This design comes from an exercise in tuning for small area and a short achievable clock period on the open sky130 flow, not from production work. In this exercise RTL edits were held to simulation tests only and were not proved equivalent to the original.

==> flow/design.v (excerpt) <==
module fir_16tap (
	input  wire               clk,
	input  wire               rst,
	input  wire signed [15:0] xin,
	output wire signed [35:0] yout
);
reg  [15:0] d [1:14];            
reg  [15:0] m;                   
reg  [22:0] y;
reg  [22:0] v;
reg  [3:0]  cnt;                 
wire        mv = &cnt[3:1];      
wire [15:0] mn = mv ? {~d[14][15], d[14][14:0]} : 16'h8000;
wire [15:0] xf = {~xin[15], xin[14:0]};
wire [22:0] y_n, v_n;
wire [22:0] p = {y[21:0], 1'b0} ^ v;    
wire [22:0] g = {y[21:0], 1'b0} & v;
fir_v u_v (.y(y), .m(m), .mn(mn), .s(v_n));
fir_y u_y (.p(p), .g(g), .xf(xf), .s(y_n));
integer k;
always @(posedge clk) begin
	d[1] <= xin;
	for (k = 2; k <= 14; k = k + 1)
		d[k] <= d[k-1];
end
always @(posedge clk) begin
	if (rst) begin
		cnt <= 4'd0;
		m   <= 16'h8000;
		y   <= 23'd0;
		v   <= 23'h7f8000;
	end else begin
		if (!(&cnt))
			cnt <= cnt + 4'd1;
		m   <= mn;
		y   <= y_n;
		v   <= v_n;
	end
end
assign yout = {{13{y[22]}}, y};
endmodule
Settings: LEC_CHECK=0, CAP_MARGIN=20, CORE_MARGIN=2, CORE_UTILIZATION=55, SLEW_MARGIN=20, SYNTH_HIERARCHICAL=1; clock period 12.5 ns.
standard.sh (not shown) runs the stock make flow with config.mk's settings and CLKGATE_MAP_FILE= SYNTH_SCRIPT=/design/flow/synth_recipe.tcl, a recipe that flattens the netlist after the stock synthesis.
==> flow/flow/run.sh <==
#!/bin/bash
# The standard layout, with:
# - ORFS synthesis run through flow/my_synth.tcl, which is synth_recipe.tcl
#   with Yosys's abc pass given flow/abc.script and the full-adder
#   extraction limited to full adders in module fir_v;
# - a tighter setup target for timing repair;
# - small port buffers;
# - a clock tree of small buffers without dummy loads.
# make's output goes to make.log.
set -euo pipefail
export MY_ABC_SCRIPT="$PWD/flow/abc.script"
export MY_EXTRACT_FA="-fa fir_v"
bash standard.sh \
  "SYNTH_SCRIPT=$PWD/flow/my_synth.tcl" \
  SETUP_SLACK_MARGIN=8.4 \
  "BUFFER_PORTS_ARGS=-buffer_cell sky130_fd_sc_hd__buf_2" \
  "CTS_ARGS=-sink_clustering_enable -repair_clock_nets -dont_use_dummy_load -buf_list {sky130_fd_sc_hd__clkbuf_8} -sink_clustering_size 20 -sink_clustering_max_diameter 50" \
  finish > make.log 2>&1
==> flow/flow/abc.script <==
&get -n
&st
&dch
&nf -R 1000
&put
topo
stime -c
==> flow/flow/my_synth.tcl <==
proc synth {args} { yosys synth -nofsm -noshare {*}$args }
proc abc {args} {
  set i [lsearch -exact $args -script]
  if {$i >= 0 && [info exists ::env(MY_ABC_SCRIPT)]} { lset args [expr {$i + 1}] $::env(MY_ABC_SCRIPT) }
  yosys abc {*}$args
}
proc extract_fa {args} {
  if {[info exists ::env(MY_EXTRACT_FA)]} { set args $::env(MY_EXTRACT_FA) }
  yosys extract_fa {*}$args
}
source $::env(SCRIPTS_DIR)/synth.tcl
# left out here: clear keep_hierarchy, flatten, clean up, hide names made inside functions, write 1_2_yosys.v
Then changed:
--- a/flow/flow/run.sh
+++ b/flow/flow/run.sh
@@ -15 +15 @@
-  SETUP_SLACK_MARGIN=8.4 \
+  SETUP_SLACK_MARGIN=8.2 \
==> flow/flow/abc.script (replaced) <==
&get -n
&st
&dch
&nf -R 1000
&put
buffer -c
topo
stime -c
upsize -c
dnsize -c
--- a/flow/config.mk
+++ b/flow/config.mk
@@ -10 +10 @@
-export CORE_UTILIZATION = 55
+export CORE_UTILIZATION = 65
=> First-iteration DRC count goes down by a quarter to a third. Synthesized cell count went up slightly. Maximum frequency barely changes. Flip-flop and latch count is unchanged. Synthesized area rises by a few percent. Cell count decreases by a few percent. Design area shrinks slightly. Via count went down slightly.
Then changed:
==> flow/flow/run.sh (replaced) <==
#!/bin/bash
# The standard layout, with: ORFS synthesis run through flow/my_synth.tcl,
# which is synth_recipe.tcl with Yosys's abc pass given flow/abc.script,
# and without the full-adder extraction (ADDER_MAP_FILE empty);
# a tighter setup target for timing repair; small port buffers; and a clock
# tree of small buffers without dummy loads.  make's output goes to make.log.
set -euo pipefail
export MY_ABC_SCRIPT="$PWD/flow/abc.script"
bash standard.sh \
  "SYNTH_SCRIPT=$PWD/flow/my_synth.tcl" ADDER_MAP_FILE= \
  SETUP_SLACK_MARGIN=8.7 \
  "BUFFER_PORTS_ARGS=-buffer_cell sky130_fd_sc_hd__buf_2" \
  "CTS_ARGS=-sink_clustering_enable -repair_clock_nets -dont_use_dummy_load -buf_list {sky130_fd_sc_hd__clkbuf_8} -sink_clustering_size 20 -sink_clustering_max_diameter 50" \
  finish > make.log 2>&1
--- a/flow/flow/my_synth.tcl
+++ b/flow/flow/my_synth.tcl
@@ -7,4 +6,0 @@
-proc extract_fa {args} {
-  if {[info exists ::env(MY_EXTRACT_FA)]} { set args $::env(MY_EXTRACT_FA) }
-  yosys extract_fa {*}$args
-}
The changed run ran to the end with no violations; cell area went up by 8.2%; worst setup slack gains 0.092 ns; utilization rose by 5.2 points; via count rose by 11%; non-clock buffer count grows by 30; routed wire length goes up by 12%; worst hold slack got worse by 0.021 ns.

* * *

## job 101
Starting RTL as in the previous note.
export LEC_CHECK = 0
export CAP_MARGIN = 20
export CORE_MARGIN = 2
export CORE_UTILIZATION = 65
export SLEW_MARGIN = 20
export SYNTH_HIERARCHICAL = 1
export TNS_END_PERCENT = 10
create_clock -name core_clock -period 12.5 [get_ports {clk}]
==> flow/flow/run.sh <==
#!/bin/bash
# The standard layout, with:
# - ORFS synthesis run through flow/my_synth.tcl, which is synth_recipe.tcl
#   with Yosys's abc pass given flow/abc.script and the full-adder
#   extraction limited to full adders in module fir_v;
# - a tighter setup target for timing repair;
# - small port buffers;
# - a clock tree of small buffers without dummy loads.
# make's output goes to make.log.
set -euo pipefail
export MY_ABC_SCRIPT="$PWD/flow/abc.script"
export MY_EXTRACT_FA="-fa fir_v"
bash standard.sh \
  "SYNTH_SCRIPT=$PWD/flow/my_synth.tcl" \
  SETUP_SLACK_MARGIN=8.4 \
  "BUFFER_PORTS_ARGS=-buffer_cell sky130_fd_sc_hd__buf_2" \
  "CTS_ARGS=-sink_clustering_enable -repair_clock_nets -dont_use_dummy_load -buf_list {sky130_fd_sc_hd__clkbuf_8} -sink_clustering_size 20 -sink_clustering_max_diameter 50" \
  finish > make.log 2>&1
==> flow/flow/abc.script <==
&get -n
&st
&dch
&nf -R 1000
&put
topo
stime -c
==> flow/flow/my_synth.tcl <==
proc synth {args} { yosys synth -nofsm -noshare {*}$args }
proc abc {args} {
  set i [lsearch -exact $args -script]
  if {$i >= 0 && [info exists ::env(MY_ABC_SCRIPT)]} { lset args [expr {$i + 1}] $::env(MY_ABC_SCRIPT) }
  yosys abc {*}$args
}
proc extract_fa {args} {
  if {[info exists ::env(MY_EXTRACT_FA)]} { set args $::env(MY_EXTRACT_FA) }
  yosys extract_fa {*}$args
}
source $::env(SCRIPTS_DIR)/synth.tcl
# left out here: clear keep_hierarchy, flatten, clean up, hide names made inside functions, write 1_2_yosys.v
No stage failed in job 101, and the final checks on the layout all came back clean.
## Diff of input files: job 102 against job 101
- TNS_END_PERCENT removed (was 10)
diff --git a/flow/flow/run.sh b/flow/flow/run.sh
--- a/flow/flow/run.sh
+++ b/flow/flow/run.sh
@@ -15 +15 @@
-  SETUP_SLACK_MARGIN=8.4 \
+  SETUP_SLACK_MARGIN=8.3 \
--- outcome ---
Job 102 finished every stage and its layout cleared the timing, DRC and antenna checks.
Of job 101 and job 102, job 102 shows the lower path depth of the worst reg2reg path, with job 101 above it.
For the layout-stage area growth over the synthesis result, job 102 came in 1.0 points lower than job 101 did.
The fmax of job 102 and that of job 101 are within noise of each other.
Diff job 102..job 101 | setup slack | negligible
Utilization (job 102 over job 101): decrease, 0.68 points
Going from job 101 to job 102, final cell count closely matched the old numbers, global-route usage now sits lower.
Here is what was changed in the inputs of job 103 compared with job 102.
- swapping 65 for 60 in CORE_UTILIZATION
diff --git a/flow/flow/run.sh b/flow/flow/run.sh
--- a/flow/flow/run.sh
+++ b/flow/flow/run.sh
@@ -15 +15 @@
-  SETUP_SLACK_MARGIN=8.3 \
+  SETUP_SLACK_MARGIN=8.4 \
Notes after the runs:
- Global-route track usage on met3 was higher in the run labelled job 102.
- Compared to job 102, the routing of job 103 uses more wire.
- Re cell count: job 102 and job 103 aren't equal, and the lower value belongs to job 102.
- Reported for job 102 and job 103, simple-gate area share of the yosys netlist turned out identical to the last digit.
- Job 103 ended with less logic depth of the worst path, buffers included than job 102.
- Number of buffers inserted during clock tree synthesis delta for job 103 relative to job 102: 4.2% lower
- Job 102 and job 103 ended up with roughly the same number of nets in the finished design.
- Diff job 102 -> job 103 | worst-case setup slack after placement | increase of 0.18 ns
- Highest clock frequency the design can meet in job 103 is 3.7% higher than in job 102
For job 104, these inputs were changed with respect to job 103:
diff --git a/flow/flow/run.sh b/flow/flow/run.sh
--- a/flow/flow/run.sh
+++ b/flow/flow/run.sh
@@ -4,2 +4,3 @@
-#   with Yosys's abc pass given flow/abc.script and the full-adder
-#   extraction limited to full adders in module fir_v;
+#   with Yosys's abc pass given flow/abc.script (flow/abc_y.script for
+#   module fir_y) and the full-adder extraction limited to full adders in
+#   module fir_v;
@@ -11,0 +13 @@
+export MY_ABC_SCRIPT_Y="$PWD/flow/abc_y.script"
==> flow/flow/abc_y.script (new file) <==
&get -n
&st
&syn2
&dch
&nf
&put
buffer -c
topo
stime -c
upsize -c
dnsize -c
diff --git a/flow/flow/my_synth.tcl b/flow/flow/my_synth.tcl
--- a/flow/flow/my_synth.tcl
+++ b/flow/flow/my_synth.tcl
@@ -4,2 +4,6 @@
-  if {$i >= 0 && [info exists ::env(MY_ABC_SCRIPT)]} { lset args [expr {$i + 1}] $::env(MY_ABC_SCRIPT) }
-  yosys abc {*}$args
+  if {$i < 0 || ![info exists ::env(MY_ABC_SCRIPT_Y)]} { yosys abc {*}$args; return }
+  set rest $args
+  lset rest [expr {$i + 1}] $::env(MY_ABC_SCRIPT)
+  yosys abc {*}$rest fir_16tap fir_v
+  lset args [expr {$i + 1}] $::env(MY_ABC_SCRIPT_Y)
+  yosys abc {*}$args fir_y
==> comparison <==
Between job 103 and job 104, the flow reports number of inserted filler cells in the final layout increasing by a few percent. | clock distribution area overhead in the final layout | job 104 vs job 103 | ≈ equal |. Job 104 has completed all stages; timing, DRC and antenna checks passed. Job 103 ended with every stage complete and zero timing, DRC or antenna violations. Between job 103 and job 104, the flow reports global-route wire length before repair decreasing slightly. Between job 103 and job 104, the register clock-pin slew on the reported worst setup and hold paths figures differ only marginally. ~same sequential share of layout area in job 103 and job 104. | critical path depth | lower: job 104 |. Diff job 103 -> job 104: worst setup slack saw a decrease; number of signal-net buffers in the layout saw a decrease; die area saw an increase.
Modified inputs, job 105 compared to job 104
- a change of CORE_UTILIZATION from 60 to 65
diff --git a/flow/flow/run.sh b/flow/flow/run.sh
--- a/flow/flow/run.sh
+++ b/flow/flow/run.sh
@@ -4,3 +4,2 @@
-#   with Yosys's abc pass given flow/abc.script (flow/abc_y.script for
-#   module fir_y) and the full-adder extraction limited to full adders in
-#   module fir_v;
+#   with Yosys's abc pass given flow/abc.script and the full-adder
+#   extraction limited to full adders in module fir_v;
@@ -13 +11,0 @@
-export MY_ABC_SCRIPT_Y="$PWD/flow/abc_y.script"
==> flow/flow/abc.script <==
&get -n
&st
&syn2
&dch
&nf
&put
buffer -c
topo
stime -c
upsize -c
dnsize -c
diff --git a/flow/flow/my_synth.tcl b/flow/flow/my_synth.tcl
--- a/flow/flow/my_synth.tcl
+++ b/flow/flow/my_synth.tcl
@@ -4,6 +4,2 @@
-  if {$i < 0 || ![info exists ::env(MY_ABC_SCRIPT_Y)]} { yosys abc {*}$args; return }
-  set rest $args
-  lset rest [expr {$i + 1}] $::env(MY_ABC_SCRIPT)
-  yosys abc {*}$rest fir_16tap fir_v
-  lset args [expr {$i + 1}] $::env(MY_ABC_SCRIPT_Y)
-  yosys abc {*}$args fir_y
+  if {$i >= 0 && [info exists ::env(MY_ABC_SCRIPT)]} { lset args [expr {$i + 1}] $::env(MY_ABC_SCRIPT) }
+  yosys abc {*}$args
removed: flow/flow/abc_y.script
### Flow results
The count of cells resized by post-cts repair in job 105 sits 1 below the value recorded for job 104. Job 104 → job 105: wire length increased by 2000 um relative to the old numbers; global-route met3 utilization increased by 1.1 points relative to the old numbers.

* * *

== v6 ==
Another version of the RTL of fir_16tap (not shown whole).
Size: about 290 flip-flops, roughly 11000 um2 of cells after synthesis.
clock: 12.5 ns
lec_check: 0
cap_margin: 20
core_margin: 2
core_utilization: 65
slew_margin: 20
synth_hierarchical: 1
==> flow/flow/run.sh <==
#!/bin/bash
# The standard layout, with a tighter setup target for timing repair, small
# port buffers and a clock tree of small buffers without dummy loads.
# make's output goes to make.log.
set -euo pipefail
bash standard.sh \
  SETUP_SLACK_MARGIN=8.5 \
  "BUFFER_PORTS_ARGS=-buffer_cell sky130_fd_sc_hd__buf_2" \
  "CTS_ARGS=-sink_clustering_enable -repair_clock_nets -dont_use_dummy_load -buf_list {sky130_fd_sc_hd__clkbuf_8} -sink_clustering_size 20 -sink_clustering_max_diameter 50" \
  finish > make.log 2>&1
v6 finished every step from synthesis to the final layout, and the layout passed the timing, DRC and antenna checks.
> inputs changed (v6 -> v7)
diff --git a/flow/flow/run.sh b/flow/flow/run.sh
--- a/flow/flow/run.sh
+++ b/flow/flow/run.sh
@@ -2,3 +2,4 @@
-# The standard layout, with a tighter setup target for timing repair, small
-# port buffers and a clock tree of small buffers without dummy loads.
-# make's output goes to make.log.
+# The standard layout, with: ORFS synthesis run through flow/my_synth.tcl,
+# which is synth_recipe.tcl with Yosys's abc pass given flow/abc.script;
+# a tighter setup target for timing repair; small port buffers; and a clock
+# tree of small buffers without dummy loads.  make's output goes to make.log.
@@ -5,0 +7 @@
+export MY_ABC_SCRIPT="$PWD/flow/abc.script"
@@ -6,0 +9 @@
+  "SYNTH_SCRIPT=$PWD/flow/my_synth.tcl" ADDER_MAP_FILE= \
==> flow/flow/abc.script (new file) <==
&get -n
&st
&dch
&nf -R 1000
&put
buffer -c
topo
stime -c
upsize -c
dnsize -c
==> flow/flow/my_synth.tcl (new file) <==
proc synth {args} { yosys synth -nofsm -noshare {*}$args }
proc abc {args} {
  set i [lsearch -exact $args -script]
  if {$i >= 0 && [info exists ::env(MY_ABC_SCRIPT)]} { lset args [expr {$i + 1}] $::env(MY_ABC_SCRIPT) }
  yosys abc {*}$args
}
source $::env(SCRIPTS_DIR)/synth.tcl
# left out here: clear keep_hierarchy, flatten, clean up, hide names made inside functions, write 1_2_yosys.v
==> notes.md <==
- Looking at critical path endpoint, the y[20] result is from v7; the y[14] one comes from v6.
- Taking v6 as the reference, in v7 gate count after technology mapping rose by 55; x dimension of the die fell by 0.74%.

* * *

## lane 1
Starting RTL as in the previous note.
Settings: LEC_CHECK=0, CAP_MARGIN=20, CORE_MARGIN=2, CORE_UTILIZATION=65, SLEW_MARGIN=20, SYNTH_HIERARCHICAL=1; clock period 12.5 ns.
==> flow/flow/run.sh <==
#!/bin/bash
# The standard layout, with a tighter setup target for timing repair, small
# port buffers and a clock tree of small buffers without dummy loads.
# make's output goes to make.log.
set -euo pipefail
bash standard.sh \
  SETUP_SLACK_MARGIN=8.8 \
  "BUFFER_PORTS_ARGS=-buffer_cell sky130_fd_sc_hd__buf_2" \
  "CTS_ARGS=-sink_clustering_enable -repair_clock_nets -dont_use_dummy_load -buf_list {sky130_fd_sc_hd__clkbuf_8} -sink_clustering_size 20 -sink_clustering_max_diameter 50" \
  finish > make.log 2>&1
Lane 1 ended with every stage complete and zero timing, DRC or antenna violations.
--- input diff lane 1..lane 2 ---
- swapping 65 for 75 in CORE_UTILIZATION
-- flow/flow/run.sh --
<<< lane 1, line 2
# The standard layout, with a tighter setup target for timing repair, small
# port buffers and a clock tree of small buffers without dummy loads.
# make's output goes to make.log.
>>> lane 2, line 2
# The standard layout, with: ORFS synthesis run through flow/my_synth.tcl,
# which is synth_recipe.tcl with Yosys's abc pass given flow/abc.script;
# a tighter setup target for timing repair; small port buffers; and a clock
# tree of small buffers without dummy loads.  make's output goes to make.log.
<<< lane 1, line 6
>>> lane 2, line 7
export MY_ABC_SCRIPT="$PWD/flow/abc.script"
<<< lane 1, line 7
  SETUP_SLACK_MARGIN=8.8 \
>>> lane 2, line 9
  "SYNTH_SCRIPT=$PWD/flow/my_synth.tcl" ADDER_MAP_FILE= \
  SETUP_SLACK_MARGIN=8.5 \
==> flow/flow/abc.script (new file) <==
&get -n
&st
&dch
&nf -R 1000
&put
buffer -c
topo
stime -c
upsize -c
dnsize -c
==> flow/flow/my_synth.tcl (new file) <==
proc synth {args} { yosys synth -nofsm -noshare {*}$args }
proc abc {args} {
  set i [lsearch -exact $args -script]
  if {$i >= 0 && [info exists ::env(MY_ABC_SCRIPT)]} { lset args [expr {$i + 1}] $::env(MY_ABC_SCRIPT) }
  yosys abc {*}$args
}
source $::env(SCRIPTS_DIR)/synth.tcl
# left out here: clear keep_hierarchy, flatten, clean up, hide names made inside functions, write 1_2_yosys.v
Notes after the runs:
Changes observed in lane 2 relative to lane 1: share of final-layout standard cells stronger than drive strength 1 shrank by 5.2 points; first-pass GRT wire length lost 750 um.
Going from lane 1 to lane 2, met2 layer usage reported by global route grows by 6.9 points.
Lane 2 ended up with simple AND/OR/NAND/NOR gates as its largest family of logic cells by synthesized area; lane 1 ended up with adder cells.
As of lane 2, per-cell via count in the routed design had risen by a few percent compared to lane 1.
What lane 2 reported for total clock buffers created by CTS has to be multiplied by 1.09 to get the figure for lane 1.
--- input diff lane 2..lane 3 ---
- CORE_UTILIZATION changed from 75 to 65
- ABC_AREA newly set to 1
==> flow/flow/run.sh <==
#!/bin/bash
# The standard layout, with a tighter setup target for timing repair, small
# port buffers and a clock tree of small buffers without dummy loads.
# make's output goes to make.log.
set -euo pipefail
bash standard.sh \
  SETUP_SLACK_MARGIN=8.8 \
  "BUFFER_PORTS_ARGS=-buffer_cell sky130_fd_sc_hd__buf_2" \
  "CTS_ARGS=-sink_clustering_enable -repair_clock_nets -dont_use_dummy_load -buf_list {sky130_fd_sc_hd__clkbuf_8} -sink_clustering_size 20 -sink_clustering_max_diameter 50" \
  finish > make.log 2>&1
removed: flow/flow/abc.script
removed: flow/flow/my_synth.tcl
## What came out
Lane 2 ended up with sky130_fd_sc_hd__nor2_1 as its cell at the slowest stage of the critical path; lane 3 ended up with sky130_fd_sc_hd__dfxtp_2.
Compared with lane 2, met3 wirelength from detailed routing in lane 3 decreased by more than 10%.
Diff lane 2 -> lane 3: global-route usage lost 1.4 points, sequential share of layout area lost 5.9 points, final critical path time including I/O delays and setup lost 0.42 ns, number of multi-input combinational cells in the layout picked up an extra 142.
[lane 3 vs lane 2] worst-margin pin slew: higher in lane 3
Taking lane 2 as the reference, in lane 3 die height +17 um.
The lower number of global-route vias before repair of lane 3 and lane 2 is in lane 2.
Input-level comparison between lane 4 and lane 3:
- removing ABC_AREA (formerly 1)
-- flow/flow/run.sh --
<<< lane 3, line 7
  SETUP_SLACK_MARGIN=8.8 \
>>> lane 4, line 7
  SETUP_SLACK_MARGIN=8.2 \
Looking at origin of the worst setup path, the xin[6] result is from lane 4; the y[15]$_SDFF_PP0_ one comes from lane 3. In the reports for lane 4 and lane 3, the larger sequential area share after synthesis belongs to lane 4. As far as number of synthesized flops with an enable pin goes, lane 4 and lane 3 are indistinguishable; the numbers are identical. Setup slack delta (lane 4 − lane 3): unfavourable. Lane 4: detailed router's first-iteration violation count is 7.4% higher than what lane 3 reported. As of lane 4, instance area after placement had fallen by more than 10% compared to lane 3. Diff lane 3 -> lane 4: required time at the worst-slack endpoint higher.

==> port drivers added, routing unchanged <==
The results above use ideal ports. As a check the final layouts listed here were re-extracted and re-timed, cells and wires unchanged.
Step 1: set_driving_cell puts a clkbuf_16 on clk and a buf_2 on each other input, an assumption about the parent block.
Step 2 moves the port delays by t, midway between the first and last clock arrival at a register: inputs arrive t later, outputs are due t later. That takes back most of the time a late clock gives input paths.
Three values: ideal, step 1, step 2; two values: the first two.
run	t (ns)	setup slack, ns	hold slack, ns	clock arrival spread, ns	worst slew at a driven data input, ns
the first run of note 1	0.564	8.472 / 8.491 / 7.927	0.297 / 0.297 / 0.297	0.070 / 0.071	0.03
the second run of note 1	0.572	8.478 / 8.491 / 7.920	0.278 / 0.278 / 0.278	0.056 / 0.057	0.03
the third run of note 1	0.548	8.570 / 8.571 / 8.023	0.257 / 0.257 / 0.257	0.100 / 0.100	0.05
job 101	0.561	8.401 / 8.412 / 7.851	0.284 / 0.284 / 0.284	0.061 / 0.062	0.05
job 102	0.546	8.403 / 8.422 / 7.876	0.268 / 0.268 / 0.268	0.056 / 0.056	0.03
job 103	0.567	8.549 / 8.567 / 8.000	0.297 / 0.297 / 0.297	0.047 / 0.046	0.04
job 104	0.567	8.481 / 8.499 / 7.932	0.259 / 0.259 / 0.259	0.064 / 0.063	0.03
job 105	0.545	8.497 / 8.510 / 7.965	0.260 / 0.260 / 0.260	0.094 / 0.094	0.03
v6	0.546	8.520 / 8.527 / 7.981	0.272 / 0.272 / 0.272	0.066 / 0.066	0.04
v7	0.552	8.553 / 8.570 / 8.018	0.277 / 0.277 / 0.277	0.064 / 0.064	0.03
lane 1	0.569	8.561 / 8.553 / 7.984	0.301 / 0.301 / 0.301	0.060 / 0.060	0.06
lane 2	0.548	8.430 / 8.441 / 7.892	0.287 / 0.287 / 0.287	0.073 / 0.073	0.04
lane 3	0.572	8.848 / 8.808 / 8.377	0.272 / 0.272 / 0.272	0.081 / 0.081	0.03
lane 4	0.548	8.426 / 8.444 / 7.896	0.296 / 0.296 / 0.296	0.059 / 0.059	0.03
After both steps every run listed still meets setup and hold. The setup slack of lane 1, which loses most, moves by -0.008 ns with the drivers and by -0.577 ns with both steps.
